Context: an optimization exercise on an open-source flow, tuned for small area. The choices shown serve that exercise and are no tape-out recipe. The RTL was checked by simulation tests, not by an equivalence proof against the original design. Power and IR drop assume default switching activity.

**flow/flow/run.sh**
```bash
#!/bin/bash
# Layout flow: the standard ORFS flow, except that
#  - synthesis maps the logic with an area-oriented abc script (flow/abc_area.script)
#    instead of ORFS's delay-oriented one; everything else in synthesis (the
#    registers, their names and cells) is the standard synthesis;
#  - port buffers are buf_1 cells.
# Each step's output goes to a log file here (and ORFS's own logs under orfs/logs).
set -euo pipefail
W=$(pwd)
ABC_SCRIPT=$W/flow/abc_area.script

# synthesis script: synth_recipe.tcl, sourcing a copy of ORFS's synth.tcl whose
# abc call uses our script (abc_args starts with "-script <ORFS script>")
sed 's|log_cmd abc {\*}$abc_args|log_cmd abc -script '"$ABC_SCRIPT"' {*}[lrange $abc_args 2 end]|' \
  "$FLOW_HOME/scripts/synth.tcl" > "$W/synth_area.tcl"
grep -q "abc -script $ABC_SCRIPT" "$W/synth_area.tcl"
sed 's|\$::env(SCRIPTS_DIR)/synth.tcl|'"$W"'/synth_area.tcl|' synth_recipe.tcl > "$W/flow_synth.tcl"
grep -q "$W/synth_area.tcl" "$W/flow_synth.tcl"

bash standard.sh SYNTH_SCRIPT="$W/flow_synth.tcl" ADDER_MAP_FILE= synth > "$W/synth.log" 2>&1
bash standard.sh BUFFER_PORTS_ARGS="-buffer_cell sky130_fd_sc_hd__buf_1" finish > "$W/layout.log" 2>&1
```
**flow/config.mk**
```make
export PLATFORM = sky130hd
export DESIGN_NAME = HART_DISPLAY
export DESIGN_NICKNAME = HART_DISPLAY
export VERILOG_FILES = /design/flow/design.v
export SDC_FILE = /design/flow/constraint.sdc
export NUM_CORES = 4
export LEC_CHECK = 0
export CAP_MARGIN = 20
export CORE_MARGIN = 2
export CORE_UTILIZATION = 40
export CTS_BUF_LIST = sky130_fd_sc_hd__clkbuf_8
export SLEW_MARGIN = 20
```
**flow/flow/abc_area.script**
```
strash
dch
amap
topo
```
**flow/constraint.sdc**
```tcl
create_clock -name core_clock -period 10.0 [get_ports {clk}]
set_input_delay 2.0000 -clock core_clock [delete_from_list [all_inputs] [get_ports {clk}]]
set_output_delay 2.0000 -clock core_clock [all_outputs]
set_load 0.01 [all_outputs]
```
**flow/design.v**
```verilog
module	square_object	(
	input	logic	clk,
	input	logic	resetN,
	input 	logic signed	[10:0] pixelX,
	input 	logic signed	[10:0] pixelY,
	input 	logic signed	[10:0] topLeftX,
	input 	logic	signed [10:0] topLeftY,
	output 	logic	[3:0] row,         
	output 	logic	[3:0] col,         
	output 	logic	[4:0] pix_code,    
	output	logic	drawingRequest     
);
parameter  int OBJECT_WIDTH_X = 512;
parameter  int OBJECT_HEIGHT_Y = 416;
wire [11:0] pXe = {pixelX[10], pixelX}, tXe = {topLeftX[10], topLeftX};
wire [11:0] pYe = {pixelY[10], pixelY}, tYe = {topLeftY[10], topLeftY};
wire [12:0] cX, cY;
wire signed [11:0] dX, dY;
assign cX[0] = 1'b1;
assign cY[0] = 1'b1;
genvar gi;
for (gi = 0; gi < 12; gi++) begin : g_sub
	assign dX[gi] = pXe[gi] ^ ~tXe[gi] ^ cX[gi];
	assign cX[gi+1] = (pXe[gi] & ~tXe[gi]) | (pXe[gi] & cX[gi]) | (~tXe[gi] & cX[gi]);
	assign dY[gi] = pYe[gi] ^ ~tYe[gi] ^ cY[gi];
	assign cY[gi+1] = (pYe[gi] & ~tYe[gi]) | (pYe[gi] & cY[gi]) | (~tYe[gi] & cY[gi]);
end
wire insideBracket = (dX >= 0) && (dX < OBJECT_WIDTH_X) && (dY >= 0) && (dY < OBJECT_HEIGHT_Y);
wire [4:0] code_now;
coin_lut lut (.a({dY[4:0], dX[4:0]}), .q(code_now));
always_ff@(posedge clk or negedge resetN)
begin
	if(!resetN)
		drawingRequest	<=	1'b0;
	else
		drawingRequest	<=	insideBracket;
end
always_ff@(posedge clk)
begin
	row      <= dY[8:5];
	col      <= dX[8:5];
	pix_code <= code_now;
end
endmodule
module coin_lut(a, q);
  input [9:0] a;
  wire [9:0] a;
  output [4:0] q;
  wire [4:0] q;
  wire _000_;
  wire _001_;
  wire _002_;
  wire _003_;
  wire _004_;
  wire _005_;
  wire _006_;
  wire _007_;
  wire _008_;
  wire _009_;
  wire _010_;
  wire _011_;
  wire _012_;
  wire _013_;
  wire _014_;
  wire _015_;
  wire _016_;
  wire _017_;
  wire _018_;
  wire _019_;
  wire _020_;
  wire _021_;
  wire _022_;
  wire _023_;
  wire _024_;
  wire _025_;
  wire _026_;
  wire _027_;
  wire _028_;
  wire _029_;
  wire _030_;
  wire _031_;
  wire _032_;
  wire _033_;
  wire _034_;
  wire _035_;
  wire _036_;
  wire _037_;
  wire _038_;
  wire _039_;
  wire _040_;
  wire _041_;
  wire _042_;
  wire _043_;
  wire _044_;
  wire _045_;
  wire _046_;
  wire _047_;
  wire _048_;
  wire _049_;
  wire _050_;
  wire _051_;
  wire _052_;
  wire _053_;
  wire _054_;
  wire _055_;
  wire _056_;
  wire _057_;
  wire _058_;
  wire _059_;
  wire _060_;
  wire _061_;
  wire _062_;
  wire _063_;
  wire _064_;
  wire _065_;
  wire _066_;
  wire _067_;
  wire _068_;
  wire _069_;
  wire _070_;
  wire _071_;
  wire _072_;
  wire _073_;
  wire _074_;
  wire _075_;
  wire _076_;
  wire _077_;
  wire _078_;
  wire _079_;
  wire _080_;
  wire _081_;
  wire _082_;
  wire _083_;
  wire _084_;
  wire _085_;
  wire _086_;
  wire _087_;
  wire _088_;
  wire _089_;
  wire _090_;
  wire _091_;
  wire _092_;
  wire _093_;
  wire _094_;
  wire _095_;
  wire _096_;
  wire _097_;
  wire _098_;
  wire _099_;
  wire _100_;
  wire _101_;
  wire _102_;
  wire _103_;
  wire _104_;
  wire _105_;
  wire _106_;
  wire _107_;
  wire _108_;
  wire _109_;
  wire _110_;
  wire _111_;
  wire _112_;
  wire _113_;
  wire _114_;
  wire _115_;
  wire _116_;
  wire _117_;
  wire _118_;
  wire _119_;
  wire _120_;
  wire _121_;
  wire _122_;
  wire _123_;
  wire _124_;
  wire _125_;
  wire _126_;
  wire _127_;
  wire _128_;
  wire _129_;
  wire _130_;
  wire _131_;
  wire _132_;
  wire _133_;
  wire _134_;
  wire _135_;
  wire _136_;
  wire _137_;
  wire _138_;
  wire _139_;
  wire _140_;
  wire _141_;
  wire _142_;
  wire _143_;
  wire _144_;
  wire _145_;
  wire _146_;
  wire _147_;
  wire _148_;
  wire _149_;
  wire _150_;
  wire _151_;
  wire _152_;
  wire _153_;
  wire _154_;
  wire _155_;
  wire _156_;
  wire _157_;
  wire _158_;
  wire _159_;
  wire _160_;
  wire _161_;
  wire _162_;
  wire _163_;
  wire _164_;
  wire _165_;
  wire _166_;
  wire _167_;
  wire _168_;
  wire _169_;
  wire _170_;
  wire _171_;
  wire _172_;
  wire _173_;
  wire _174_;
  wire _175_;
  wire _176_;
  wire _177_;
  wire _178_;
  wire _179_;
  wire _180_;
  wire _181_;
  wire _182_;
  wire _183_;
  wire _184_;
  wire _185_;
  wire _186_;
  wire _187_;
  wire _188_;
  wire _189_;
  wire _190_;
  wire _191_;
  wire _192_;
  wire _193_;
  wire _194_;
  assign _059_ = a[6] & a[5];
  assign _070_ = a[8] & ~(a[7]);
  assign _080_ = a[4] & ~(a[3]);
  assign _091_ = ~_080_;
  assign _101_ = ~a[6];
  assign _112_ = ~(a[1] & a[2]);
  assign _117_ = ~a[2];
  assign _118_ = a[1] & a[0];
  assign _119_ = _117_ & ~(_118_);
  assign _120_ = _119_ | ~(a[5]);
  assign _121_ = ~((_120_ & _112_) | _101_);
  assign _122_ = ~(_121_ | _091_);
  assign _123_ = a[6] & ~(a[1]);
  assign _124_ = ~(_123_ | _119_);
  assign _125_ = a[5] & ~(_124_);
  assign _126_ = a[3] & ~(a[4]);
  assign _127_ = ~_126_;
  assign _128_ = ~((a[1] & _101_) | a[2]);
  assign _129_ = a[0] & ~(a[6]);
  assign _130_ = ~_129_;
  assign _131_ = ~((_130_ & _128_) | _127_);
  assign _132_ = _131_ & ~(_125_);
  assign _133_ = ~a[4];
  assign _134_ = ~(a[1] | a[0]);
  assign _135_ = _134_ & ~(_133_);
  assign _136_ = ~(a[6] | a[5]);
  assign _137_ = _136_ & ~(a[2]);
  assign _138_ = ~((_137_ & _135_) | _132_);
  assign _139_ = _138_ & ~(_122_);
  assign _140_ = ~_139_;
  assign _141_ = ~a[3];
  assign _142_ = a[1] | ~(a[4]);
  assign _143_ = _117_ & ~(_142_);
  assign _144_ = _133_ & ~(_112_);
  assign _145_ = ~((_144_ | _143_) & _141_);
  assign _146_ = _145_ | _118_;
  assign _147_ = ~(_118_ & a[3]);
  assign _148_ = a[4] & ~(_147_);
  assign _149_ = _146_ & ~(_148_);
  assign _150_ = _101_ & ~(_149_);
  assign _151_ = a[3] & ~(a[2]);
  assign _152_ = ~(a[0] | a[4]);
  assign _153_ = a[5] & ~(a[1]);
  assign _154_ = _153_ & _152_;
  assign _155_ = a[1] & ~(a[0]);
  assign _156_ = ~((_153_ & a[0]) | _155_);
  assign _157_ = a[5] & ~(a[0]);
  assign _158_ = _157_ | _133_;
  assign _159_ = ~(_158_ | _156_);
  assign _160_ = ~((_159_ | _154_) & _151_);
  assign _161_ = ~_160_;
  assign _162_ = ~((_161_ & a[0]) | _150_);
  assign _163_ = _130_ & ~(_162_);
  assign _164_ = ~_163_;
  assign _165_ = a[0] & a[5];
  assign _166_ = ~_165_;
  assign _167_ = _126_ | _080_;
  assign _168_ = _142_ & ~(_167_);
  assign _169_ = ~_168_;
  assign _170_ = ~((_166_ & _101_) | _169_);
  assign _171_ = a[7] & ~(_170_);
  assign _172_ = ~(_136_ | _059_);
  assign _173_ = a[2] & ~(_147_);
  assign _174_ = _173_ & ~(_172_);
  assign _175_ = ~_174_;
  assign _176_ = ~a[7];
  assign _177_ = ~(a[3] | a[2]);
  assign _178_ = _176_ & ~(_177_);
  assign _179_ = ~((_178_ & _175_) | (_171_ & _164_));
  assign _180_ = ~_179_;
  assign _181_ = _151_ | _144_;
  assign _182_ = ~(_181_ | _167_);
  assign _183_ = ~_182_;
  assign _184_ = ~_172_;
  assign _185_ = ~((_136_ | a[0]) & a[1]);
  assign _186_ = ~((_184_ | a[1]) & _185_);
  assign _187_ = ~((_186_ & _080_) | (_183_ & _180_));
  assign _188_ = ~_187_;
  assign _189_ = a[9] & ~(a[8]);
  assign _190_ = ~((_189_ & _188_) | (_140_ & _070_));
  assign _191_ = _190_ | _059_;
  assign _192_ = a[5] | ~(a[0]);
  assign _193_ = _126_ & ~(_192_);
  assign _194_ = ~_132_;
  assign _000_ = ~a[0];
  assign _001_ = ~_145_;
  assign _002_ = ~((_001_ | a[8]) & _000_);
  assign _003_ = ~((_002_ & _176_) | (_194_ & a[8]));
  assign _004_ = a[0] ? a[6] : a[1];
  assign _005_ = _004_ & ~(a[4]);
  assign _006_ = _059_ & ~(_118_);
  assign _007_ = _006_ | _128_;
  assign _008_ = _007_ | _005_;
  assign _009_ = ~((_008_ | _145_) & a[7]);
  assign _010_ = ~((_009_ & a[1]) | _161_);
  assign _011_ = a[9] & ~(_010_);
  assign _012_ = ~((_003_ | _193_) & _011_);
  assign _013_ = _191_ & ~(_012_);
  assign _014_ = ~((_157_ | _151_) & _150_);
  assign _015_ = ~(a[0] | a[5]);
  assign _016_ = _015_ & ~(_101_);
  assign _017_ = _016_ & ~(_145_);
  assign _018_ = _014_ & ~(_017_);
  assign _019_ = ~a[9];
  assign _020_ = ~(a[8] & a[7]);
  assign _021_ = _019_ & ~(_020_);
  assign _022_ = ~_021_;
  assign _023_ = _022_ | ~(_120_);
  assign _024_ = ~((_016_ | _134_) & a[2]);
  assign _025_ = ~_024_;
  assign _026_ = _123_ | _000_;
  assign _027_ = _128_ & ~(_026_);
  assign _028_ = ~((_027_ | _025_) & (_193_ | _080_));
  assign _029_ = ~_028_;
  assign _030_ = a[8] | ~(a[7]);
  assign _031_ = ~_134_;
  assign _032_ = ~(_126_ & a[2]);
  assign _033_ = _032_ | _031_;
  assign _034_ = _080_ & ~(_117_);
  assign _035_ = ~((_034_ & _155_) | a[5]);
  assign _036_ = ~((_035_ & _033_) | _030_);
  assign _037_ = ~((_036_ & _029_) | (_161_ & _070_));
  assign _038_ = _037_ | _184_;
  assign _039_ = ~((_038_ | a[9]) & (_023_ | _018_));
  assign q[3] = _039_ | _013_;
  assign _040_ = _119_ | _091_;
  assign _041_ = ~((_031_ & a[2]) | _040_);
  assign _042_ = ~(_155_ & a[2]);
  assign _043_ = ~((_042_ | _127_) & _101_);
  assign _044_ = _043_ | _041_;
  assign _045_ = ~((_044_ & _019_) | _013_);
  assign _046_ = ~a[1];
  assign _047_ = _151_ & ~(_046_);
  assign _048_ = ~((_047_ & _152_) | (_034_ & _118_));
  assign _049_ = ~(_048_ & _059_);
  assign _050_ = _165_ & _070_;
  assign _051_ = ~((_050_ & _001_) | (_049_ & _036_));
  assign _052_ = _177_ & ~(a[0]);
  assign _053_ = ~((_052_ | _173_) & a[6]);
  assign _054_ = _159_ & ~(_053_);
  assign _055_ = _054_ | ~(_014_);
  assign _056_ = ~(_158_ & a[6]);
  assign _057_ = _056_ | _146_;
  assign _058_ = ~((_001_ | _130_) & _192_);
  assign _060_ = _057_ & ~(_058_);
  assign _061_ = ~(_034_ | a[8]);
  assign _062_ = ~((_015_ | _080_) & _061_);
  assign _063_ = a[5] & ~(a[6]);
  assign _064_ = _063_ & ~(_048_);
  assign _065_ = _028_ & ~(_064_);
  assign _066_ = ~(_142_ & a[8]);
  assign _067_ = ~((_066_ | _065_) & (_062_ | _060_));
  assign _068_ = a[9] & ~(a[7]);
  assign _069_ = ~((_068_ & _067_) | (_055_ & _021_));
  assign q[2] = ~((_051_ | _045_) & _069_);
  assign _071_ = _020_ | ~(_053_);
  assign _072_ = ~((_150_ & _138_) | _071_);
  assign _073_ = _030_ | _136_;
  assign _074_ = ~((_151_ & _120_) | _073_);
  assign _075_ = ~_144_;
  assign _076_ = _152_ | ~(_042_);
  assign _077_ = ~((_192_ | _112_) & _130_);
  assign _078_ = ~((_077_ & _075_) | (_076_ & _101_));
  assign _079_ = ~((_078_ & _074_) | _070_);
  assign _081_ = ~(_151_ & _046_);
  assign _082_ = ~((_081_ | a[6]) & _169_);
  assign _083_ = a[8] & ~(_152_);
  assign _084_ = ~((_006_ | _153_) & _083_);
  assign _085_ = ~((_084_ | _150_) & (_082_ | _079_));
  assign _086_ = ~((_085_ | _072_) & _183_);
  assign _087_ = _086_ | a[9];
  assign _088_ = _087_ & _190_;
  assign _089_ = _086_ & ~(a[9]);
  assign _090_ = ~_089_;
  assign q[1] = _090_ & ~(_088_);
  assign _092_ = _156_ | ~(_150_);
  assign _093_ = ~(_092_ & _189_);
  assign _094_ = ~((_008_ | _135_) & _074_);
  assign _095_ = ~_170_;
  assign _096_ = _014_ & ~(_170_);
  assign _097_ = _149_ | a[5];
  assign _098_ = ~((_097_ | _095_) & (_096_ | _176_));
  assign _099_ = ~((_094_ & _093_) | _098_);
  assign _100_ = a[3] & ~(a[0]);
  assign _102_ = _100_ | ~(_059_);
  assign _103_ = ~((_100_ & _123_) | (_151_ & _046_));
  assign _104_ = ~((_028_ & _136_) | a[9]);
  assign _105_ = ~((_104_ & _038_) | (_103_ & _102_));
  assign _106_ = _136_ | _019_;
  assign _107_ = _070_ & ~(_168_);
  assign _108_ = ~((_106_ | _048_) & _107_);
  assign _109_ = _004_ & ~(_097_);
  assign _110_ = _052_ | _148_;
  assign _111_ = ~((_110_ & _063_) | _022_);
  assign _113_ = ~(_111_ & _057_);
  assign _114_ = ~((_113_ | _109_) & (_108_ | _105_));
  assign q[0] = ~((_114_ | _099_) & _183_);
  assign _115_ = _176_ ? _059_ : _136_;
  assign _116_ = ~(_115_ & _148_);
  assign q[4] = ~((_116_ & _090_) | _088_);
endmodule
module random 	
 ( 
	input	logic  clk,
	input	logic  resetN, 
	input	logic	 rise,
	output logic unsigned [SIZE_BITS-1:0] dout	
  ) ;
parameter SIZE_BITS = 8;
parameter unsigned MIN_VAL = 0;   
parameter unsigned MAX_VAL = 255;
	logic unsigned  [SIZE_BITS-1:0] counter ;
	logic rise_d  ;
always_ff @(posedge clk or negedge resetN) begin
		if (!resetN) begin
			dout <= (MAX_VAL+MIN_VAL)/2;
			counter <= MIN_VAL;
			rise_d <= 1'b0;
		end
		else begin
			counter <= counter+1;
			if ( counter >= MAX_VAL )  
				counter <=  MIN_VAL ;  
			rise_d <= rise;
			if (rise && !rise_d)  
				dout <= counter;
		end
	end
endmodule
module GridMatrixBitMap (
	input  logic       clk,
	input  logic       resetN,
	input  logic [3:0] row,
	input  logic [3:0] col,
	input  logic [4:0] pix_code,
	input  logic       in_box,
	input  logic       random,
	input  logic       coin_collision,
	output logic       drawingRequest,
	output logic [7:0] RGBout,
	output logic       coin_collect
);
localparam logic [255:0] M0COIN = 256'b0000000000000000000000000000000000000000000000001111011111110101111101101111010111110001111101011111011111110111111101100011111011000110001111101100000000000000111111111011111011111110111000001111111010111110111111101011111011111110100000111111111000001111;
localparam logic [255:0] M1COIN = 256'b0000000000000000000000000000000000000000000000001111011011110111111101101111011111110000111101111111011111110111111101100011111011000111001111101100000000111110111111111011111011111111101111101111111110111110111111111011111011111111100000011111111111111111;
localparam logic [255:0] M0WALL = 256'b0000000000000000000000000000000000000000000000000000100000001010000010010000101000001110000010100000100000001000000010011100000100111001110000010011111111111111000000000100000100000001000111110000000101000001000000010100000100000001011111000000000111110000;
localparam logic [255:0] M1WALL = 256'b0000000000000000000000000000000000000000000000000000100100001000000010010000100000001111000010000000100000001000000010011100000100111000110000010011111111000001000000000100000100000000010000010000000001000001000000000100000100000000011111100000000000000000;
logic random_cs;    
logic valid;        
logic [164:0] eaten;
logic [4:0] out_code;
wire  [7:0] cidx = {row, col};
wire [12:0] rsel;
wire [15:0] csel;
genvar gi;
for (gi = 0; gi < 13; gi++) begin : g_r assign rsel[gi] = (row == gi); end
for (gi = 0; gi < 16; gi++) begin : g_c assign csel[gi] = (col == gi); end
wire [15:0] cseln = ~csel;
wire [12:0] row_eaten;
assign row_eaten[0] = ~((cseln[0] | eaten[0]) & (cseln[1] | eaten[1])) | ~((cseln[2] | eaten[2]) & (cseln[3] | eaten[3])) | ~((cseln[4] | eaten[4]) & (cseln[5] | eaten[5])) | ~((cseln[6] | eaten[6]) & (cseln[7] | eaten[7])) | ~((cseln[8] | eaten[8]) & (cseln[9] | eaten[9])) | ~((cseln[10] | eaten[10]) & (cseln[11] | eaten[11])) | ~((cseln[12] | eaten[12]) & (cseln[13] | eaten[13])) | ~((cseln[14] | eaten[14]) & (cseln[15] | eaten[15]));
assign row_eaten[1] = ~((cseln[0] | eaten[16]) & (cseln[1] | eaten[17])) | ~((cseln[7] | eaten[18]) & (cseln[8] | eaten[19])) | ~((cseln[9] | eaten[20]) & (cseln[10] | eaten[21])) | ~((cseln[11] | eaten[22]) & (cseln[12] | eaten[23])) | ~((cseln[13] | eaten[24]) & (cseln[14] | eaten[25])) | ~(cseln[15] | eaten[26]);
assign row_eaten[2] = ~((cseln[1] | eaten[27]) & (cseln[2] | eaten[28])) | ~((cseln[3] | eaten[29]) & (cseln[4] | eaten[30])) | ~((cseln[5] | eaten[31]) & (cseln[7] | eaten[32])) | ~((cseln[8] | eaten[33]) & (cseln[9] | eaten[34])) | ~((cseln[10] | eaten[35]) & (cseln[11] | eaten[36])) | ~((cseln[12] | eaten[37]) & (cseln[13] | eaten[38])) | ~((cseln[14] | eaten[39]) & (cseln[15] | eaten[40]));
assign row_eaten[3] = ~((cseln[1] | eaten[41]) & (cseln[2] | eaten[42])) | ~((cseln[3] | eaten[43]) & (cseln[4] | eaten[44])) | ~((cseln[5] | eaten[45]) & (cseln[7] | eaten[46])) | ~((cseln[8] | eaten[47]) & (cseln[9] | eaten[48])) | ~((cseln[10] | eaten[49]) & (cseln[11] | eaten[50])) | ~((cseln[12] | eaten[51]) & (cseln[13] | eaten[52])) | ~((cseln[14] | eaten[53]) & (cseln[15] | eaten[54]));
assign row_eaten[4] = ~((cseln[1] | eaten[55]) & (cseln[2] | eaten[56])) | ~((cseln[3] | eaten[57]) & (cseln[4] | eaten[58])) | ~((cseln[5] | eaten[59]) & (cseln[6] | eaten[60])) | ~((cseln[7] | eaten[61]) & (cseln[8] | eaten[62])) | ~((cseln[9] | eaten[63]) & (cseln[10] | eaten[64])) | ~((cseln[11] | eaten[65]) & (cseln[12] | eaten[66])) | ~((cseln[13] | eaten[67]) & (cseln[14] | eaten[68])) | ~(cseln[15] | eaten[69]);
assign row_eaten[5] = ~((cseln[1] | eaten[70]) & (cseln[2] | eaten[71])) | ~((cseln[3] | eaten[72]) & (cseln[4] | eaten[73])) | ~((cseln[5] | eaten[74]) & (cseln[7] | eaten[75])) | ~((cseln[8] | eaten[76]) & (cseln[9] | eaten[77])) | ~((cseln[10] | eaten[78]) & (cseln[11] | eaten[79])) | ~((cseln[12] | eaten[80]) & (cseln[13] | eaten[81])) | ~((cseln[14] | eaten[82]) & (cseln[15] | eaten[83]));
assign row_eaten[6] = ~((cseln[1] | eaten[84]) & (cseln[2] | eaten[85])) | ~((cseln[3] | eaten[86]) & (cseln[4] | eaten[87])) | ~((cseln[5] | eaten[88]) & (cseln[14] | eaten[89])) | ~(cseln[15] | eaten[90]);
assign row_eaten[7] = ~((cseln[1] | eaten[91]) & (cseln[2] | eaten[92])) | ~((cseln[3] | eaten[93]) & (cseln[4] | eaten[94])) | ~((cseln[5] | eaten[95]) & (cseln[8] | eaten[96])) | ~((cseln[9] | eaten[97]) & (cseln[10] | eaten[98])) | ~((cseln[14] | eaten[99]) & (cseln[15] | eaten[100]));
assign row_eaten[8] = ~((cseln[1] | eaten[101]) & (cseln[2] | eaten[102])) | ~((cseln[3] | eaten[103]) & (cseln[4] | eaten[104])) | ~((cseln[5] | eaten[105]) & (cseln[9] | eaten[106])) | ~((cseln[10] | eaten[107]) & (cseln[12] | eaten[108])) | ~((cseln[13] | eaten[109]) & (cseln[14] | eaten[110])) | ~(cseln[15] | eaten[111]);
assign row_eaten[9] = ~((cseln[0] | eaten[112]) & (cseln[1] | eaten[113])) | ~((cseln[2] | eaten[114]) & (cseln[4] | eaten[115])) | ~((cseln[5] | eaten[116]) & (cseln[6] | eaten[117])) | ~((cseln[7] | eaten[118]) & (cseln[8] | eaten[119])) | ~((cseln[9] | eaten[120]) & (cseln[10] | eaten[121])) | ~((cseln[12] | eaten[122]) & (cseln[13] | eaten[123])) | ~((cseln[14] | eaten[124]) & (cseln[15] | eaten[125]));
assign row_eaten[10] = ~((cseln[0] | eaten[126]) & (cseln[1] | eaten[127])) | ~((cseln[2] | eaten[128]) & (cseln[4] | eaten[129])) | ~((cseln[5] | eaten[130]) & (cseln[6] | eaten[131])) | ~((cseln[7] | eaten[132]) & (cseln[8] | eaten[133])) | ~((cseln[12] | eaten[134]) & (cseln[13] | eaten[135])) | ~((cseln[14] | eaten[136]) & (cseln[15] | eaten[137]));
assign row_eaten[11] = ~((cseln[0] | eaten[138]) & (cseln[1] | eaten[139])) | ~((cseln[2] | eaten[140]) & (cseln[4] | eaten[141])) | ~((cseln[5] | eaten[142]) & (cseln[6] | eaten[143])) | ~((cseln[7] | eaten[144]) & (cseln[9] | eaten[145])) | ~((cseln[10] | eaten[146]) & (cseln[12] | eaten[147])) | ~((cseln[13] | eaten[148]) & (cseln[14] | eaten[149])) | ~(cseln[15] | eaten[150]);
assign row_eaten[12] = ~((cseln[0] | eaten[151]) & (cseln[1] | eaten[152])) | ~((cseln[2] | eaten[153]) & (cseln[4] | eaten[154])) | ~((cseln[5] | eaten[155]) & (cseln[6] | eaten[156])) | ~((cseln[7] | eaten[157]) & (cseln[8] | eaten[158])) | ~((cseln[9] | eaten[159]) & (cseln[10] | eaten[160])) | ~((cseln[12] | eaten[161]) & (cseln[13] | eaten[162])) | ~((cseln[14] | eaten[163]) & (cseln[15] | eaten[164]));
wire eaten_sel = |(rsel & row_eaten);
wire coin_m  = random_cs ? M1COIN[cidx] : M0COIN[cidx];
wire wall_m  = random_cs ? M1WALL[cidx] : M0WALL[cidx];
wire is_coin = in_box & ~eaten_sel & coin_m;
wire is_wall = in_box & ~eaten_sel & wall_m;
wire eat     = is_coin & coin_collision;
wire clr     = ~valid | (random != random_cs);
wire [12:0] wrow = rsel & {13{eat}};
always_ff @(posedge clk) begin
	coin_collect <= eat;
	eaten[0] <= (eaten[0] | clr) & ~(wrow[0] & csel[0]);
	eaten[1] <= (eaten[1] | clr) & ~(wrow[0] & csel[1]);
	eaten[2] <= (eaten[2] | clr) & ~(wrow[0] & csel[2]);
	eaten[3] <= (eaten[3] | clr) & ~(wrow[0] & csel[3]);
	eaten[4] <= (eaten[4] | clr) & ~(wrow[0] & csel[4]);
	eaten[5] <= (eaten[5] | clr) & ~(wrow[0] & csel[5]);
	eaten[6] <= (eaten[6] | clr) & ~(wrow[0] & csel[6]);
	eaten[7] <= (eaten[7] | clr) & ~(wrow[0] & csel[7]);
	eaten[8] <= (eaten[8] | clr) & ~(wrow[0] & csel[8]);
	eaten[9] <= (eaten[9] | clr) & ~(wrow[0] & csel[9]);
	eaten[10] <= (eaten[10] | clr) & ~(wrow[0] & csel[10]);
	eaten[11] <= (eaten[11] | clr) & ~(wrow[0] & csel[11]);
	eaten[12] <= (eaten[12] | clr) & ~(wrow[0] & csel[12]);
	eaten[13] <= (eaten[13] | clr) & ~(wrow[0] & csel[13]);
	eaten[14] <= (eaten[14] | clr) & ~(wrow[0] & csel[14]);
	eaten[15] <= (eaten[15] | clr) & ~(wrow[0] & csel[15]);
	eaten[16] <= (eaten[16] | clr) & ~(wrow[1] & csel[0]);
	eaten[17] <= (eaten[17] | clr) & ~(wrow[1] & csel[1]);
	eaten[18] <= (eaten[18] | clr) & ~(wrow[1] & csel[7]);
	eaten[19] <= (eaten[19] | clr) & ~(wrow[1] & csel[8]);
	eaten[20] <= (eaten[20] | clr) & ~(wrow[1] & csel[9]);
	eaten[21] <= (eaten[21] | clr) & ~(wrow[1] & csel[10]);
	eaten[22] <= (eaten[22] | clr) & ~(wrow[1] & csel[11]);
	eaten[23] <= (eaten[23] | clr) & ~(wrow[1] & csel[12]);
	eaten[24] <= (eaten[24] | clr) & ~(wrow[1] & csel[13]);
	eaten[25] <= (eaten[25] | clr) & ~(wrow[1] & csel[14]);
	eaten[26] <= (eaten[26] | clr) & ~(wrow[1] & csel[15]);
	eaten[27] <= (eaten[27] | clr) & ~(wrow[2] & csel[1]);
	eaten[28] <= (eaten[28] | clr) & ~(wrow[2] & csel[2]);
	eaten[29] <= (eaten[29] | clr) & ~(wrow[2] & csel[3]);
	eaten[30] <= (eaten[30] | clr) & ~(wrow[2] & csel[4]);
	eaten[31] <= (eaten[31] | clr) & ~(wrow[2] & csel[5]);
	eaten[32] <= (eaten[32] | clr) & ~(wrow[2] & csel[7]);
	eaten[33] <= (eaten[33] | clr) & ~(wrow[2] & csel[8]);
	eaten[34] <= (eaten[34] | clr) & ~(wrow[2] & csel[9]);
	eaten[35] <= (eaten[35] | clr) & ~(wrow[2] & csel[10]);
	eaten[36] <= (eaten[36] | clr) & ~(wrow[2] & csel[11]);
	eaten[37] <= (eaten[37] | clr) & ~(wrow[2] & csel[12]);
	eaten[38] <= (eaten[38] | clr) & ~(wrow[2] & csel[13]);
	eaten[39] <= (eaten[39] | clr) & ~(wrow[2] & csel[14]);
	eaten[40] <= (eaten[40] | clr) & ~(wrow[2] & csel[15]);
	eaten[41] <= (eaten[41] | clr) & ~(wrow[3] & csel[1]);
	eaten[42] <= (eaten[42] | clr) & ~(wrow[3] & csel[2]);
	eaten[43] <= (eaten[43] | clr) & ~(wrow[3] & csel[3]);
	eaten[44] <= (eaten[44] | clr) & ~(wrow[3] & csel[4]);
	eaten[45] <= (eaten[45] | clr) & ~(wrow[3] & csel[5]);
	eaten[46] <= (eaten[46] | clr) & ~(wrow[3] & csel[7]);
	eaten[47] <= (eaten[47] | clr) & ~(wrow[3] & csel[8]);
	eaten[48] <= (eaten[48] | clr) & ~(wrow[3] & csel[9]);
	eaten[49] <= (eaten[49] | clr) & ~(wrow[3] & csel[10]);
	eaten[50] <= (eaten[50] | clr) & ~(wrow[3] & csel[11]);
	eaten[51] <= (eaten[51] | clr) & ~(wrow[3] & csel[12]);
	eaten[52] <= (eaten[52] | clr) & ~(wrow[3] & csel[13]);
	eaten[53] <= (eaten[53] | clr) & ~(wrow[3] & csel[14]);
	eaten[54] <= (eaten[54] | clr) & ~(wrow[3] & csel[15]);
	eaten[55] <= (eaten[55] | clr) & ~(wrow[4] & csel[1]);
	eaten[56] <= (eaten[56] | clr) & ~(wrow[4] & csel[2]);
	eaten[57] <= (eaten[57] | clr) & ~(wrow[4] & csel[3]);
	eaten[58] <= (eaten[58] | clr) & ~(wrow[4] & csel[4]);
	eaten[59] <= (eaten[59] | clr) & ~(wrow[4] & csel[5]);
	eaten[60] <= (eaten[60] | clr) & ~(wrow[4] & csel[6]);
	eaten[61] <= (eaten[61] | clr) & ~(wrow[4] & csel[7]);
	eaten[62] <= (eaten[62] | clr) & ~(wrow[4] & csel[8]);
	eaten[63] <= (eaten[63] | clr) & ~(wrow[4] & csel[9]);
	eaten[64] <= (eaten[64] | clr) & ~(wrow[4] & csel[10]);
	eaten[65] <= (eaten[65] | clr) & ~(wrow[4] & csel[11]);
	eaten[66] <= (eaten[66] | clr) & ~(wrow[4] & csel[12]);
	eaten[67] <= (eaten[67] | clr) & ~(wrow[4] & csel[13]);
	eaten[68] <= (eaten[68] | clr) & ~(wrow[4] & csel[14]);
	eaten[69] <= (eaten[69] | clr) & ~(wrow[4] & csel[15]);
	eaten[70] <= (eaten[70] | clr) & ~(wrow[5] & csel[1]);
	eaten[71] <= (eaten[71] | clr) & ~(wrow[5] & csel[2]);
	eaten[72] <= (eaten[72] | clr) & ~(wrow[5] & csel[3]);
	eaten[73] <= (eaten[73] | clr) & ~(wrow[5] & csel[4]);
	eaten[74] <= (eaten[74] | clr) & ~(wrow[5] & csel[5]);
	eaten[75] <= (eaten[75] | clr) & ~(wrow[5] & csel[7]);
	eaten[76] <= (eaten[76] | clr) & ~(wrow[5] & csel[8]);
	eaten[77] <= (eaten[77] | clr) & ~(wrow[5] & csel[9]);
	eaten[78] <= (eaten[78] | clr) & ~(wrow[5] & csel[10]);
	eaten[79] <= (eaten[79] | clr) & ~(wrow[5] & csel[11]);
	eaten[80] <= (eaten[80] | clr) & ~(wrow[5] & csel[12]);
	eaten[81] <= (eaten[81] | clr) & ~(wrow[5] & csel[13]);
	eaten[82] <= (eaten[82] | clr) & ~(wrow[5] & csel[14]);
	eaten[83] <= (eaten[83] | clr) & ~(wrow[5] & csel[15]);
	eaten[84] <= (eaten[84] | clr) & ~(wrow[6] & csel[1]);
	eaten[85] <= (eaten[85] | clr) & ~(wrow[6] & csel[2]);
	eaten[86] <= (eaten[86] | clr) & ~(wrow[6] & csel[3]);
	eaten[87] <= (eaten[87] | clr) & ~(wrow[6] & csel[4]);
	eaten[88] <= (eaten[88] | clr) & ~(wrow[6] & csel[5]);
	eaten[89] <= (eaten[89] | clr) & ~(wrow[6] & csel[14]);
	eaten[90] <= (eaten[90] | clr) & ~(wrow[6] & csel[15]);
	eaten[91] <= (eaten[91] | clr) & ~(wrow[7] & csel[1]);
	eaten[92] <= (eaten[92] | clr) & ~(wrow[7] & csel[2]);
	eaten[93] <= (eaten[93] | clr) & ~(wrow[7] & csel[3]);
	eaten[94] <= (eaten[94] | clr) & ~(wrow[7] & csel[4]);
	eaten[95] <= (eaten[95] | clr) & ~(wrow[7] & csel[5]);
	eaten[96] <= (eaten[96] | clr) & ~(wrow[7] & csel[8]);
	eaten[97] <= (eaten[97] | clr) & ~(wrow[7] & csel[9]);
	eaten[98] <= (eaten[98] | clr) & ~(wrow[7] & csel[10]);
	eaten[99] <= (eaten[99] | clr) & ~(wrow[7] & csel[14]);
	eaten[100] <= (eaten[100] | clr) & ~(wrow[7] & csel[15]);
	eaten[101] <= (eaten[101] | clr) & ~(wrow[8] & csel[1]);
	eaten[102] <= (eaten[102] | clr) & ~(wrow[8] & csel[2]);
	eaten[103] <= (eaten[103] | clr) & ~(wrow[8] & csel[3]);
	eaten[104] <= (eaten[104] | clr) & ~(wrow[8] & csel[4]);
	eaten[105] <= (eaten[105] | clr) & ~(wrow[8] & csel[5]);
	eaten[106] <= (eaten[106] | clr) & ~(wrow[8] & csel[9]);
	eaten[107] <= (eaten[107] | clr) & ~(wrow[8] & csel[10]);
	eaten[108] <= (eaten[108] | clr) & ~(wrow[8] & csel[12]);
	eaten[109] <= (eaten[109] | clr) & ~(wrow[8] & csel[13]);
	eaten[110] <= (eaten[110] | clr) & ~(wrow[8] & csel[14]);
	eaten[111] <= (eaten[111] | clr) & ~(wrow[8] & csel[15]);
	eaten[112] <= (eaten[112] | clr) & ~(wrow[9] & csel[0]);
	eaten[113] <= (eaten[113] | clr) & ~(wrow[9] & csel[1]);
	eaten[114] <= (eaten[114] | clr) & ~(wrow[9] & csel[2]);
	eaten[115] <= (eaten[115] | clr) & ~(wrow[9] & csel[4]);
	eaten[116] <= (eaten[116] | clr) & ~(wrow[9] & csel[5]);
	eaten[117] <= (eaten[117] | clr) & ~(wrow[9] & csel[6]);
	eaten[118] <= (eaten[118] | clr) & ~(wrow[9] & csel[7]);
	eaten[119] <= (eaten[119] | clr) & ~(wrow[9] & csel[8]);
	eaten[120] <= (eaten[120] | clr) & ~(wrow[9] & csel[9]);
	eaten[121] <= (eaten[121] | clr) & ~(wrow[9] & csel[10]);
	eaten[122] <= (eaten[122] | clr) & ~(wrow[9] & csel[12]);
	eaten[123] <= (eaten[123] | clr) & ~(wrow[9] & csel[13]);
	eaten[124] <= (eaten[124] | clr) & ~(wrow[9] & csel[14]);
	eaten[125] <= (eaten[125] | clr) & ~(wrow[9] & csel[15]);
	eaten[126] <= (eaten[126] | clr) & ~(wrow[10] & csel[0]);
	eaten[127] <= (eaten[127] | clr) & ~(wrow[10] & csel[1]);
	eaten[128] <= (eaten[128] | clr) & ~(wrow[10] & csel[2]);
	eaten[129] <= (eaten[129] | clr) & ~(wrow[10] & csel[4]);
	eaten[130] <= (eaten[130] | clr) & ~(wrow[10] & csel[5]);
	eaten[131] <= (eaten[131] | clr) & ~(wrow[10] & csel[6]);
	eaten[132] <= (eaten[132] | clr) & ~(wrow[10] & csel[7]);
	eaten[133] <= (eaten[133] | clr) & ~(wrow[10] & csel[8]);
	eaten[134] <= (eaten[134] | clr) & ~(wrow[10] & csel[12]);
	eaten[135] <= (eaten[135] | clr) & ~(wrow[10] & csel[13]);
	eaten[136] <= (eaten[136] | clr) & ~(wrow[10] & csel[14]);
	eaten[137] <= (eaten[137] | clr) & ~(wrow[10] & csel[15]);
	eaten[138] <= (eaten[138] | clr) & ~(wrow[11] & csel[0]);
	eaten[139] <= (eaten[139] | clr) & ~(wrow[11] & csel[1]);
	eaten[140] <= (eaten[140] | clr) & ~(wrow[11] & csel[2]);
	eaten[141] <= (eaten[141] | clr) & ~(wrow[11] & csel[4]);
	eaten[142] <= (eaten[142] | clr) & ~(wrow[11] & csel[5]);
	eaten[143] <= (eaten[143] | clr) & ~(wrow[11] & csel[6]);
	eaten[144] <= (eaten[144] | clr) & ~(wrow[11] & csel[7]);
	eaten[145] <= (eaten[145] | clr) & ~(wrow[11] & csel[9]);
	eaten[146] <= (eaten[146] | clr) & ~(wrow[11] & csel[10]);
	eaten[147] <= (eaten[147] | clr) & ~(wrow[11] & csel[12]);
	eaten[148] <= (eaten[148] | clr) & ~(wrow[11] & csel[13]);
	eaten[149] <= (eaten[149] | clr) & ~(wrow[11] & csel[14]);
	eaten[150] <= (eaten[150] | clr) & ~(wrow[11] & csel[15]);
	eaten[151] <= (eaten[151] | clr) & ~(wrow[12] & csel[0]);
	eaten[152] <= (eaten[152] | clr) & ~(wrow[12] & csel[1]);
	eaten[153] <= (eaten[153] | clr) & ~(wrow[12] & csel[2]);
	eaten[154] <= (eaten[154] | clr) & ~(wrow[12] & csel[4]);
	eaten[155] <= (eaten[155] | clr) & ~(wrow[12] & csel[5]);
	eaten[156] <= (eaten[156] | clr) & ~(wrow[12] & csel[6]);
	eaten[157] <= (eaten[157] | clr) & ~(wrow[12] & csel[7]);
	eaten[158] <= (eaten[158] | clr) & ~(wrow[12] & csel[8]);
	eaten[159] <= (eaten[159] | clr) & ~(wrow[12] & csel[9]);
	eaten[160] <= (eaten[160] | clr) & ~(wrow[12] & csel[10]);
	eaten[161] <= (eaten[161] | clr) & ~(wrow[12] & csel[12]);
	eaten[162] <= (eaten[162] | clr) & ~(wrow[12] & csel[13]);
	eaten[163] <= (eaten[163] | clr) & ~(wrow[12] & csel[14]);
	eaten[164] <= (eaten[164] | clr) & ~(wrow[12] & csel[15]);
end
always_ff @(posedge clk or negedge resetN) begin
	if (!resetN) begin
		out_code  <= 5'd0;    
		random_cs <= 1'b0;
		valid     <= 1'b0;
	end else begin
		valid     <= 1'b1;
		random_cs <= random;
		if (is_wall)
			out_code <= 5'd20;    
		else if (is_coin)
			out_code <= pix_code;
		else
			out_code <= 5'd1;    
	end
end
always_comb begin
	case (out_code)
		5'd0: RGBout = 8'h00;
		5'd1: RGBout = 8'hff;
		5'd2: RGBout = 8'hf0;
		5'd3: RGBout = 8'hf5;
		5'd4: RGBout = 8'h20;
		5'd5: RGBout = 8'h64;
		5'd6: RGBout = 8'hf4;
		5'd7: RGBout = 8'hd1;
		5'd8: RGBout = 8'hf1;
		5'd9: RGBout = 8'h6d;
		5'd10: RGBout = 8'h24;
		5'd11: RGBout = 8'had;
		5'd12: RGBout = 8'hda;
		5'd13: RGBout = 8'hac;
		5'd14: RGBout = 8'hdf;
		5'd15: RGBout = 8'hb6;
		5'd16: RGBout = 8'h84;
		5'd17: RGBout = 8'hb1;
		5'd18: RGBout = 8'h8d;
		5'd19: RGBout = 8'hdb;
		5'd20: RGBout = 8'h03;
		default: RGBout = 8'hff;
	endcase
end
assign drawingRequest = (out_code != 5'd1);
endmodule
module	HART_DISPLAY	(
					input	logic	clk,
					input	logic	resetN,
					input	logic	[10:0] pixelX,
					input	logic	[10:0] pixelY,
					input	logic	[10:0] topLeftX,
					input	logic	[10:0] topLeftY,
					input	logic	coin_collision,
					input	logic	star,
					output	logic	[7:0] hartRGB,
					output	logic	HartDrawingRequest,
					output	logic	coin_collect
);
logic	[3:0] row;
logic	[3:0] col;
logic	[4:0] pix_code;
logic	boxHartDrawingRequest;
logic	rand_bit;
square_object #(
	.OBJECT_WIDTH_X(512),
	.OBJECT_HEIGHT_Y(416)
) inst11 (
	.clk(clk),
	.resetN(resetN),
	.pixelX(pixelX),
	.pixelY(pixelY),
	.topLeftX(topLeftX),
	.topLeftY(topLeftY),
	.row(row),
	.col(col),
	.pix_code(pix_code),
	.drawingRequest(boxHartDrawingRequest)
);
random #(
	.SIZE_BITS(1),
	.MIN_VAL(0),
	.MAX_VAL(1)
) inst1 (
	.clk(clk),
	.resetN(resetN),
	.rise(star),
	.dout(rand_bit)
);
GridMatrixBitMap inst (
	.clk(clk),
	.resetN(resetN),
	.row(row),
	.col(col),
	.pix_code(pix_code),
	.in_box(boxHartDrawingRequest),
	.random(rand_bit),
	.coin_collision(coin_collision),
	.drawingRequest(HartDrawingRequest),
	.RGBout(hartRGB),
	.coin_collect(coin_collect)
);
endmodule
```
**flow/standard.sh**
```bash
#!/bin/bash
# synth_recipe.tcl (not shown) runs the flow's synth.tcl, then flattens the netlist and writes it again
# the make line also repeats each setting of config.mk as NAME=value (left out here)
make -C /OpenROAD-flow-scripts/flow DESIGN_CONFIG=/design/flow/config.mk WORK_HOME=/design/flow/orfs CLKGATE_MAP_FILE= SYNTH_SCRIPT=/design/flow/synth_recipe.tcl "${@:-finish}"
```
==> run summary, run 1 <==
* Run status: complete, no violations
* Worst skew pair latency at 480 ps
* CTS tree: yes
* Row count at 53
* Least-Margin Pin Slew at 981 ps
* Mapped Cells at 974
* Pin count of the biggest net entering global routing at 89
* Power per cell area at 170 mW/mm2
* Iteration-0 DRC Markers at 648
* Period utilisation layout at 60.1%
* # diodes at 0
* Most frequent CP cell: nor2_1
* Placed Area at 0.00919 mm2
* CP top delay family: compound AO/OA/AOI/OAI gates
* Initial antenna violation count at 0
* I/O pin count at 58
* YS warnings at 3
* CTS H-tree lvls at 4
* Worst-case clock buffer depth at 2
* Final period demand of the worst path at 6010 ps
* GR Overflow Total at 0
* Clock Sinks at 190
* Pleak at 0.00298 uW
* Fin area at 0.00962 mm2
* CP startpoint kind: input pin
* Post-route insts no fill at 1358
* Syn Nets at 1022
* Max-slew violations at 0
* Commonest non-fill, non-tap cell in the layout: dfxtp_1
* Share of cells above drive strength 1 at 4.89%
* Slowest CP cell: o21ai_0
* Die Ht at 149 um
* Wirelength, routed at 23.0 mm
* Post-synth ARST share at 5.79%
* Met3 Use GR at 4.10%
* Distinct cells, synth at 44
* Post-route DRC at 0
* Min-Delay Path Class: flop to flop
* Final core utilization at 46.0%
* GRT Util Overall at 21.0%
* Max_cap viols at 0
* DP Cell Count at 1327
* Fill cell count at 2075
* Remaining antenna violation count at 0
* Most frequent cells in the layout: dfxtp_1, o22a_1, nor2_1, clkinv_1, nand2_1
* Worst Path Arrival at 6400 ps
* Nets at 1119
* RePlAce Congestion at 0.959
* Met1 global-route usage at 29.9%
* Worst-path cell chain: buf_1 > clkinv_1 > nor2_1 > nor2_1 > a222oi_1 > a21oi_1 > o21ai_0 > clkinv_1 > nor3_1 > a21oi_1 > nor2_1 > clkinv_1 > nor2_1 > nor2_1 > nor2_1 > o21ai_0 > a31oi_1 > o32a_1 > o32ai_1 > a21oi_1 > nor2_1 > o21ai_0
* Post-CTS setup repair buffer count at 0
* Die X at 149 um
* Unrepaired setup endpoints after global routing: false
* Met2 Track Usage GR at 31.9%
* Setup tns final at 0 ps
* Post-synth EDFFs at 0
* Port bufs at 57
* Detailed Place HPWL at 15.3 mm
* Post-Syn Area at 0.00845 mm2
* Wire length per cell at 16.9 um
* #FFs+latches synth at 190
* Final clock skew at 17.0 ps
* Slowest stage delay, CP at 810 ps
* Number of hold violations in the final report at 0
* Area leader, netlist: dfxtp_1
* Slew HR at 33.9%
* Max Clock Freq at 166 MHz
* Num CTS Buffers at 17
* Critical path data required time at 10390 ps
* Synthesis-to-layout area growth at 13.8%
* Seq/Total Area, Yosys at 45.6%
* Vias in the first global route at 7254
* CTS Hold Bufs at 0
* Final setup viols at 0
* Ys flop type: dfxtp_1
* Clock root cell: clkbuf_8
* Die area at 0.0223 mm2
* Largest cells by area after synthesis: dfxtp_1, o22a_1, nor2_1
* Vias at 7997
* First-pass GRT wire length at 37.4 mm
* CP max FO at 7
* Starting Density at 40.5%
* Initial DRT Pass Iterations at 8
* Post-CTS sizing at 0
* Clock slew at reported path FFs at 100 ps
* CP endpoint kind: flop
* Kind of critical path: input pin to flop
* Core ar. at 0.0209 mm2
* Peak VDD IR at 0.0918 mV
* Routed vias/inst at 5.89
* Yosys top cell area share at 42.4%
* Buffers and inverters on the worst path at 4
* Avg Cell Area, Syn at 8.68 um2
* Most used routing layer: met2
## per-layer routing
metal / share of wire, % / wire (um)
met5: 0 / 0
met4: 1.7 / 383
met2: 44 / 10000
met1: 49 / 11200
met3: 6.1 / 1390
## through the flow
stage          setup WS, ps  hold slack (ps)  total power (uW)
3_3_place_gp           3990              433              1100
3_5_place_dp           3710              432              1090
5_1_grt                3390              466              1700
4_1_cts                4130              446              1640
2_1_floorplan          2730              382               989
6_report               3990              444              1630
## flip-flops by register name (all words and copies together) (netlist names)
signal                 count
inst.out_code              5
inst.eaten               165
inst11.row                 4
inst11.col                 4
inst1.rise_d               1
inst11.pix_code            5
inst.valid                 1
inst1.dout                 1
inst.random_cs             1
inst1.counter              1
inst11.drawingRequest      1
inst.coin_collect          1
## cells in the mapped netlist, drive strengths merged (4+ instances only)
| master | instances |
|---|---|
| or3 | 14 |
| a311oi | 4 |
| nor2b | 4 |
| a21oi | 49 |
| nor3 | 21 |
| o22ai | 64 |
| a31oi | 12 |
| o32a | 5 |
| nand3 | 10 |
| nor2 | 157 |
| a221oi | 4 |
| o21a | 4 |
| or2 | 6 |
| o22a | 167 |
| or4 | 4 |
| o221ai | 15 |
| dfxtp | 179 |
| nand2 | 66 |
| dfrtp | 11 |
| o21ai | 43 |
| clkinv | 77 |
| nor4 | 16 |
| a222oi | 8 |
## path summary, 6_finish.rpt
kind | depth (start not counted) | slack [ps] | endpoint | from
worst max register to register | 17 | 4000 | inst.eaten[2]$_DFF_P_ | inst11.col[3]$_DFF_P_
worst min-delay path | 1 | 440 | inst.out_code[3]$_DFF_PN0_ | inst11.pix_code[3]$_DFF_P_
max in group asynchronous | 1 | 7950 | inst1.counter$_DFF_PN0_ | resetN
worst min register to register | 1 | 440 | inst.out_code[3]$_DFF_PN0_ | inst11.pix_code[3]$_DFF_P_
min in group asynchronous | 1 | 1570 | inst.out_code[2]$_DFF_PN0_ | resetN
worst max-delay path | 22 | 3990 | inst11.pix_code[2]$_DFF_P_ | topLeftX[1]
## layout make-up
cell class | count | area [um2] | area share, %
Clock inverter | 14 | 199 | 2.07
Clock buffer | 17 | 234 | 2.43
Timing Repair Buffer | 78 | 372 | 3.86
Sequential cell | 190 | 3860 | 40.1
Tap cell | 275 | 344 | 3.58
Multi-Input combinational cell | 707 | 4320 | 44.9
Inverter | 77 | 289 | 3.00
## cell families after synthesis
kind of cell,count (synthesis),synth area share [%]
compound gates,401,35.3
flops,190,45.6
other cells,1,0.0444
simple gates,303,15.4
xor+xnor,2,0.207
buf+inv,77,3.42
## where the power goes
group | internal, uW | leakage [uW] | switching [uW]
logic | 84.6 | 0.00118 | 209
registers | 769 | 0.00159 | 17.8
clock network | 256 | 0.000212 | 294
==> run 2, diff against run 1 <==
--- a/flow/flow/run.sh
+++ b/flow/flow/run.sh
@@ -2,7 +2,9 @@
 # Layout flow: the standard ORFS flow, except that
 #  - synthesis maps the logic with an area-oriented abc script (flow/abc_area.script)
-#    instead of ORFS's delay-oriented one; everything else in synthesis (the
+#    instead of ORFS's delay-oriented one, and no adder cells (ADDER_MAP_FILE=);
+#    everything else in synthesis (the
 #    registers, their names and cells) is the standard synthesis;
-#  - port buffers are buf_1 cells.
+#  - port buffers are buf_1 cells;
+#  - clock tree synthesis uses clkbuf_8 and adds no dummy loads.
 # Each step's output goes to a log file here (and ORFS's own logs under orfs/logs).
 set -euo pipefail
@@ -19,3 +21,5 @@
 
 bash standard.sh SYNTH_SCRIPT="$W/flow_synth.tcl" ADDER_MAP_FILE= synth > "$W/synth.log" 2>&1
-bash standard.sh BUFFER_PORTS_ARGS="-buffer_cell sky130_fd_sc_hd__buf_1" finish > "$W/layout.log" 2>&1
+bash standard.sh BUFFER_PORTS_ARGS="-buffer_cell sky130_fd_sc_hd__buf_1" \
+  CTS_ARGS="-sink_clustering_enable -repair_clock_nets -buf_list sky130_fd_sc_hd__clkbuf_8 -dont_use_dummy_load" \
+  finish > "$W/layout.log" 2>&1
==> flow/flow/abc_area.script (replaced) <==
strash
&get -n
&deepsyn -T 120
&put
dch
amap
topo
--- a/flow/config.mk
+++ b/flow/config.mk
@@ -6,7 +6,6 @@
 export NUM_CORES = 4
 export LEC_CHECK = 0
-export CAP_MARGIN = 20
+export CAP_MARGIN = 0
 export CORE_MARGIN = 2
 export CORE_UTILIZATION = 40
-export CTS_BUF_LIST = sky130_fd_sc_hd__clkbuf_8
-export SLEW_MARGIN = 20
+export SLEW_MARGIN = 0
==> run 2 against run 1 <==
  * Hold slack gained 2.0 ps
  * Core utilization down 0.67 points
  * Sequential cell count stayed put
  * Wire length shrank 0.90%
  * Sequential share of layout area up 1.9 points
  * First-iteration DRC count is 5.4% lower
  * Register-to-register slack better by 140 ps
  * Critical path type is now flop to flop
==> run summary, run 2 <==
* Run status: complete, no violations
* Vias at 7637
* Most frequent cells in the layout: dfxtp_1, o22a_1, nor2_1, clkinv_1, o21ai_0
* CTS Hold Bufs at 0
* Unrepaired setup endpoints after global routing: false
* YS warnings at 3
* Slowest CP cell: nor2b_1
* Final setup viols at 0
* Final core utilization at 45.4%
* Crit path depth at 16
* Number of hold violations in the final report at 0
* GR Overflow Total at 0
* Min-Delay Path Class: flop to flop
* Largest cells by area after synthesis: dfxtp_1, o22a_1, nor2_1
* Top Registers: inst.eaten x165, inst.out_code x5, inst11.pix_code x5
* Final period demand of the worst path at 5860 ps
* Avg Cell Area, Syn at 8.78 um2
* Vias in the first global route at 6919
* Yosys top cell area share at 43.4%
* Post-synth top cells: dfxtp_1, o22a_1, nor2_1
* GRT Util Overall at 21.3%
* Remaining antenna violation count at 0
* Max reg flops at 165
* Clock slew at reported path FFs at 80 ps
* Clock Sinks at 190
* Period utilisation layout at 58.6%
* CP startpoint kind: flop
* Least-Margin Pin Slew at 1120 ps
* Die Ht at 148 um
* Post-synth ARST share at 5.79%
* CTS tree: yes
* Seq/Total Area, Yosys at 46.8%
* FF-to-FF path depth at 16
* Die X at 148 um
* Clock root cell: clkbuf_8
* Post-route DRC at 0
* Post-CTS setup repair buffer count at 0
* Detailed Place HPWL at 15.5 mm
* Post-Syn Area at 0.00825 mm2
* Worst-path cell chain: clkinv_1 > nand3_1 > buf_4 > o221ai_1 > or4_1 > nor3_1 > o2111ai_1 > a31oi_1 > a31oi_1 > or3b_1 > a31o_1 > or2_0 > nor2b_1 > nand3_1 > or3_1 > o22a_1
* Worst skew pair latency at 460 ps
* Power per cell area at 157 mW/mm2
* Most frequent cell after synthesis: dfxtp_1
* CP top delay family: simple AND/OR/NAND/NOR gates
* Max Clock Freq at 171 MHz
* I/O pin count at 58
* Critical path data required time at 10330 ps
* Ys flop type: dfxtp_1
* RePlAce Congestion at 0.983
* Reg with most FFs: inst.eaten
* CP endpoint kind: flop
* Routed vias/inst at 5.87
* First-pass GRT wire length at 37.1 mm
* Die area at 0.0218 mm2
* Commonest non-fill, non-tap cell in the layout: dfxtp_1
* Num CTS Buffers at 17
* Share of cells above drive strength 1 at 3.39%
* Slowest stage delay, CP at 660 ps
* Nets at 1081
* CTS H-tree lvls at 4
* Wirelength, routed at 22.8 mm
* Row count at 52
* Pin count of the biggest net entering global routing at 103
* Port bufs at 57
* Mapped Cells at 940
* Area leader, netlist: dfxtp_1
* Syn Nets at 988
* Distinct cells, synth at 43
* Pleak at 0.00275 uW
* Hold path depth at 2
* Post-synth EDFFs at 0
* Max-slew violations at 0
* Fill cell count at 2046
* Peak VDD IR at 0.0856 mV
* Initial DRT Pass Iterations at 5
* Buffers and inverters on the worst path at 2
* Core ar. at 0.0202 mm2
* Slew HR at 24.3%
* Max_cap viols at 0
* Post-CTS sizing at 0
* Final clock skew at 47.3 ps
* Starting Density at 40.8%
* Setup tns final at 0 ps
* Synthesis-to-layout area growth at 11.3%
* # diodes at 0
* Initial antenna violation count at 0
* Kind of critical path: flop to flop
* CP max FO at 16
* Wire length per cell at 17.5 um
* Worst-case clock buffer depth at 2
* Worst Path Arrival at 6190 ps
* #FFs+latches synth at 190
* Iteration-0 DRC Markers at 613
## run 2: cell types whose count changed after synthesis, sizes merged, moves of 8 or more
| cell | change |
|---|---|
| o21ai | +19 |
| a21oi | -11 |
| nand2 | -13 |
| o221ai | -8 |
| o22ai | -8 |
| a211oi | +8 |
| nor2 | -13 |
## run 2: worst min-delay path: stages (launching register included)
cell and delay, ps:
dfxtp_1 310, clkinv_1 30, o21ai_0 70
## run 2: stage by stage
stage          worst slack, ps  hold WS, ps  std cells  cell area [um2]  total power [uW]
2_1_floorplan             3060          382        940             8250               980
3_3_place_gp              3760          431       1284             8950              1090
3_5_place_dp              3920          440       1284             8950              1080
4_1_cts                   4180          452       1301             9180              1450
5_1_grt                   3650          468       1301             9180              1520
6_report                  4140          446       1301             9180              1440
## run 2: worst paths after layout
kind / start / endpoint / slack, ps
worst max register to register: inst11.col[0]$_DFF_P_ / inst.eaten[81]$_DFF_P_ / 4140
worst min register to register: inst11.pix_code[4]$_DFF_P_ / inst.out_code[4]$_DFF_PN0_ / 450
min in group asynchronous: resetN / inst.valid$_DFF_PN0_ / 1550
worst max-delay path: inst11.col[0]$_DFF_P_ / inst.eaten[81]$_DFF_P_ / 4140
max in group asynchronous: resetN / inst.random_cs$_DFF_PN0_ / 8010
worst min-delay path: inst11.pix_code[4]$_DFF_P_ / inst.out_code[4]$_DFF_PN0_ / 450
## run 2: logic make-up after synthesis
kind of cell,after synthesis,synth area share (%)
buffers and inverters,70,3.18
flip-flops,190,46.8
AO/OA/AOI/OAI,393,34.8
AND/OR/NAND/NOR,286,15.2
other,1,0.0455
## run 2: cell type report
cell class / instances / area, um2 / area share, %
inverters: 70 / 263 / 2.86
flip-flops and latches: 190 / 3860 / 42.0
well taps: 270 / 338 / 3.68
multi-input cells: 680 / 4150 / 45.2
repair buffers: 74 / 342 / 3.72
clock buffers: 17 / 234 / 2.55
## run 2: routing by layer
layer	GRT usage [%]	routed length [um]
met1	31.1	11100
met2	32.5	9900
met3	4.07	1390
met4	5.24	373
met5	0	0
## run 2: power by group
group	switching, uW	total, uW	leakage, uW	internal (uW)
Combinational	195	277	0.00104	81.3
Sequential	19.4	789	0.00159	769
Clock	227	378	0.000122	151
Total	442	1440	0.00275	1000
==> run 3, diff against run 2 <==
--- a/flow/config.mk
+++ b/flow/config.mk
@@ -6,6 +6,6 @@
 export NUM_CORES = 4
 export LEC_CHECK = 0
-export CAP_MARGIN = 0
+export CAP_MARGIN = 20
 export CORE_MARGIN = 2
-export CORE_UTILIZATION = 40
-export SLEW_MARGIN = 0
+export CORE_UTILIZATION = 60
+export SLEW_MARGIN = 20
==> run 3 against run 2 <==
  * Die area down 33%
  * Critical path type unchanged
  * Critical path depth unchanged
  * Register-to-register slack worse by 20 ps
  * Design area down 1.2%
  * Via count up 6.5%
==> run summary, run 3 <==
* Clock Sinks at 190
* Share of cells above drive strength 1 at 3.49%
* Syn Nets at 988
* Distinct cells, synth at 43
* Num CTS Buffers at 17
* Starting Density at 61.8%
* GRT Util Overall at 32.7%
* Vias in the first global route at 7759
* Post-CTS sizing at 0
* Wire length per cell at 19.7 um
* Post-synth EDFFs at 0
* DP Cell Count at 1191
* Worst Path Arrival at 6220 ps
* Final core utilization at 68.0%
* First-pass GRT wire length at 37.8 mm
* Run status: complete, no violations
* Unrepaired setup endpoints after global routing: false
* Post-route insts no fill at 1208
* Die X at 121 um
* Die Ht at 121 um
* Max reg flops at 165
* Post-synth ARST share at 5.79%
* Iteration-0 DRC Markers at 1211
* Port bufs at 57
* Initial antenna violation count at 0
* Vias at 8133
* Wirelength, routed at 23.8 mm
* Min-Delay Path Class: flop to flop
* Final period demand of the worst path at 5880 ps
* Die area at 0.0147 mm2
* Post-synth top cells: dfxtp_1, o22a_1, nor2_1
* Synthesis-to-layout area growth at 9.99%
* Slowest CP cell: nor2b_1
* Power per cell area at 160 mW/mm2
* Post-Syn Area at 0.00825 mm2
* Mapped Cells at 940
* Remaining antenna violation count at 0
* Core ar. at 0.0133 mm2
* Avg Cell Area, Syn at 8.78 um2
* Routed vias/inst at 6.73
* GR Overflow Total at 0
* Clock root cell: clkbuf_8
* I/O pin count at 58
* CTS Hold Bufs at 0
* Buffers and inverters on the worst path at 2
* Reg with most FFs: inst.eaten
* Placement Setup Slack at 3970 ps
* YS warnings at 3
* Largest cells by area after synthesis: dfxtp_1, o22a_1, nor2_1
* Most frequent cell after synthesis: dfxtp_1
* Worst-case clock buffer depth at 2
* Pin count of the biggest net entering global routing at 131
* CP top delay family: simple AND/OR/NAND/NOR gates
* Worst skew pair latency at 460 ps
* Pleak at 0.00275 uW
* Slew HR at 35.8%
* Nets at 1082
* Max_cap viols at 0
* RePlAce Congestion at 0.938
* Yosys top cell area share at 43.4%
* Final setup viols at 0
* Commonest non-fill, non-tap cell in the layout: dfxtp_1
* CTS H-tree lvls at 4
* Final clock skew at 31.6 ps
* Number of hold violations in the final report at 0
* CP max FO at 16
* CP startpoint kind: flop
* Initial DRT Pass Iterations at 6
* Post-CTS setup repair buffer count at 0
* CTS tree: yes
* Max-slew violations at 0
* Final setup margin at 4120 ps
* Top Registers: inst.eaten x165, inst.out_code x5, inst11.pix_code x5
* Area leader, netlist: dfxtp_1
* Seq/Total Area, Yosys at 46.8%
* Pwr Total at 1450 uW
* Max Clock Freq at 170 MHz
* Setup tns final at 0 ps
* #FFs+latches synth at 190
* Row count at 42
* Least-Margin Pin Slew at 962 ps
* # diodes at 0
* Most frequent cells in the layout: dfxtp_1, o22a_1, nor2_1, clkinv_1, o21ai_0
* Detailed Place HPWL at 16.4 mm
* Period utilisation layout at 58.8%
* CP endpoint kind: flop
* Worst-path cell chain: clkinv_1 > nand3_1 > buf_4 > o221ai_1 > or4_1 > nor3_1 > o2111ai_1 > a31oi_1 > a31oi_1 > or3b_1 > a31o_1 > or2_0 > nor2b_1 > nand3_1 > or3_1 > o22a_1
* Peak VDD IR at 0.103 mV
* Slowest stage delay, CP at 680 ps
* Post-route DRC at 0
* Kind of critical path: flop to flop
* Ys flop type: dfxtp_1
* Critical path data required time at 10340 ps
* Clock slew at reported path FFs at 80 ps
[run 3: cell counts after synthesis]
Identical to the previous run, type by type.
[run 3: through the flow]
stage | cell area, um2 | hold WS [ps]
2_1_floorplan | 8250 | 382
3_3_place_gp | 8840 | 429
3_5_place_dp | 8840 | 436
4_1_cts | 9070 | 444
5_1_grt | 9070 | 460
6_report | 9070 | 441
[run 3: final cells by class]
cell class | count | area (um2)
multi-input cells | 680 | 4150
well taps | 176 | 220
inverters | 70 | 263
clock buffers | 17 | 234
flip-flops and latches | 190 | 3860
repair buffers | 75 | 353
fillers | 1067 | 4270
[run 3: worst paths after layout]
path                                                  from                         end  slack, ps  depth (start not counted)
max in group asynchronous                           resetN  inst.out_code[4]$_DFF_PN0_       8010                          1
worst max register to register       inst11.col[0]$_DFF_P_       inst.eaten[0]$_DFF_P_       4120                         16
worst min-delay path            inst11.pix_code[1]$_DFF_P_  inst.out_code[1]$_DFF_PN0_        440                          1
worst min register to register  inst11.pix_code[1]$_DFF_P_  inst.out_code[1]$_DFF_PN0_        440                          1
min in group asynchronous                           resetN      inst1.dout$_DFFE_PN0P_       1540                          1
worst max-delay path                 inst11.col[0]$_DFF_P_       inst.eaten[0]$_DFF_P_       4120                         16
[run 3: kinds of logic (layout without fill, tap and decap cells)]
| family | Yosys count | after routing | synth area share [%] |
|---|---|---|---|
| buffers and inverters | 70 | 162 | 3.18 |
| other | 1 | 1 | 0.0455 |
| DFF | 190 | 190 | 46.8 |
| and+or+nand+nor | 286 | 286 | 15.2 |
| AOI/OAI and AO/OA | 393 | 393 | 34.8 |
[run 3: report_power, final]
part | leakage, uW | internal, uW | switching [uW]
logic | 0.00104 | 82.8 | 201
clock network | 0.000122 | 150 | 225
registers | 0.00159 | 769 | 20.4
[run 3: per-layer routing]
metal	global-route usage [%]	wire length, um
met5	0	0
met4	15.0	825
met3	8.04	2170
met2	53.1	11200
met1	41.2	9600

-- what the ideal ports hide --
How much do the figures lean on ideal ports? The routed layouts below were timed once more, with nothing changed but the port constraints. Step 1: set_driving_cell puts a clkbuf_16 on clk and a buf_2 on each other input, an assumption about the parent block. Step 2 adds t to the input delays and takes it off the output delays; t is the mean of the earliest and latest rising clock arrival at the registers after step 1. Input paths then give back, and output paths get back, about the clock's delay inside the block. a / b / c = no drivers / after step 1 / after step 2; a / b = the first two.
run	t, ns	slack for setup (ns)	clock arrival spread, ns	worst data-port slew with drivers (ns)	cell pins on the clock port's net
run 1	0.506	3.988 / 3.997 / 3.499	0.017 / 0.017	0.04	1
run 2	0.472	4.142 / 4.142 / 3.772	0.047 / 0.047	0.05	1
run 3	0.486	4.123 / 4.123 / 3.816	0.032 / 0.031	0.03	1
After both steps every run listed still meets setup and hold. For run 1, which loses most, drivers alone change the setup slack by +0.009 ns; drivers and shift together by -0.489 ns.
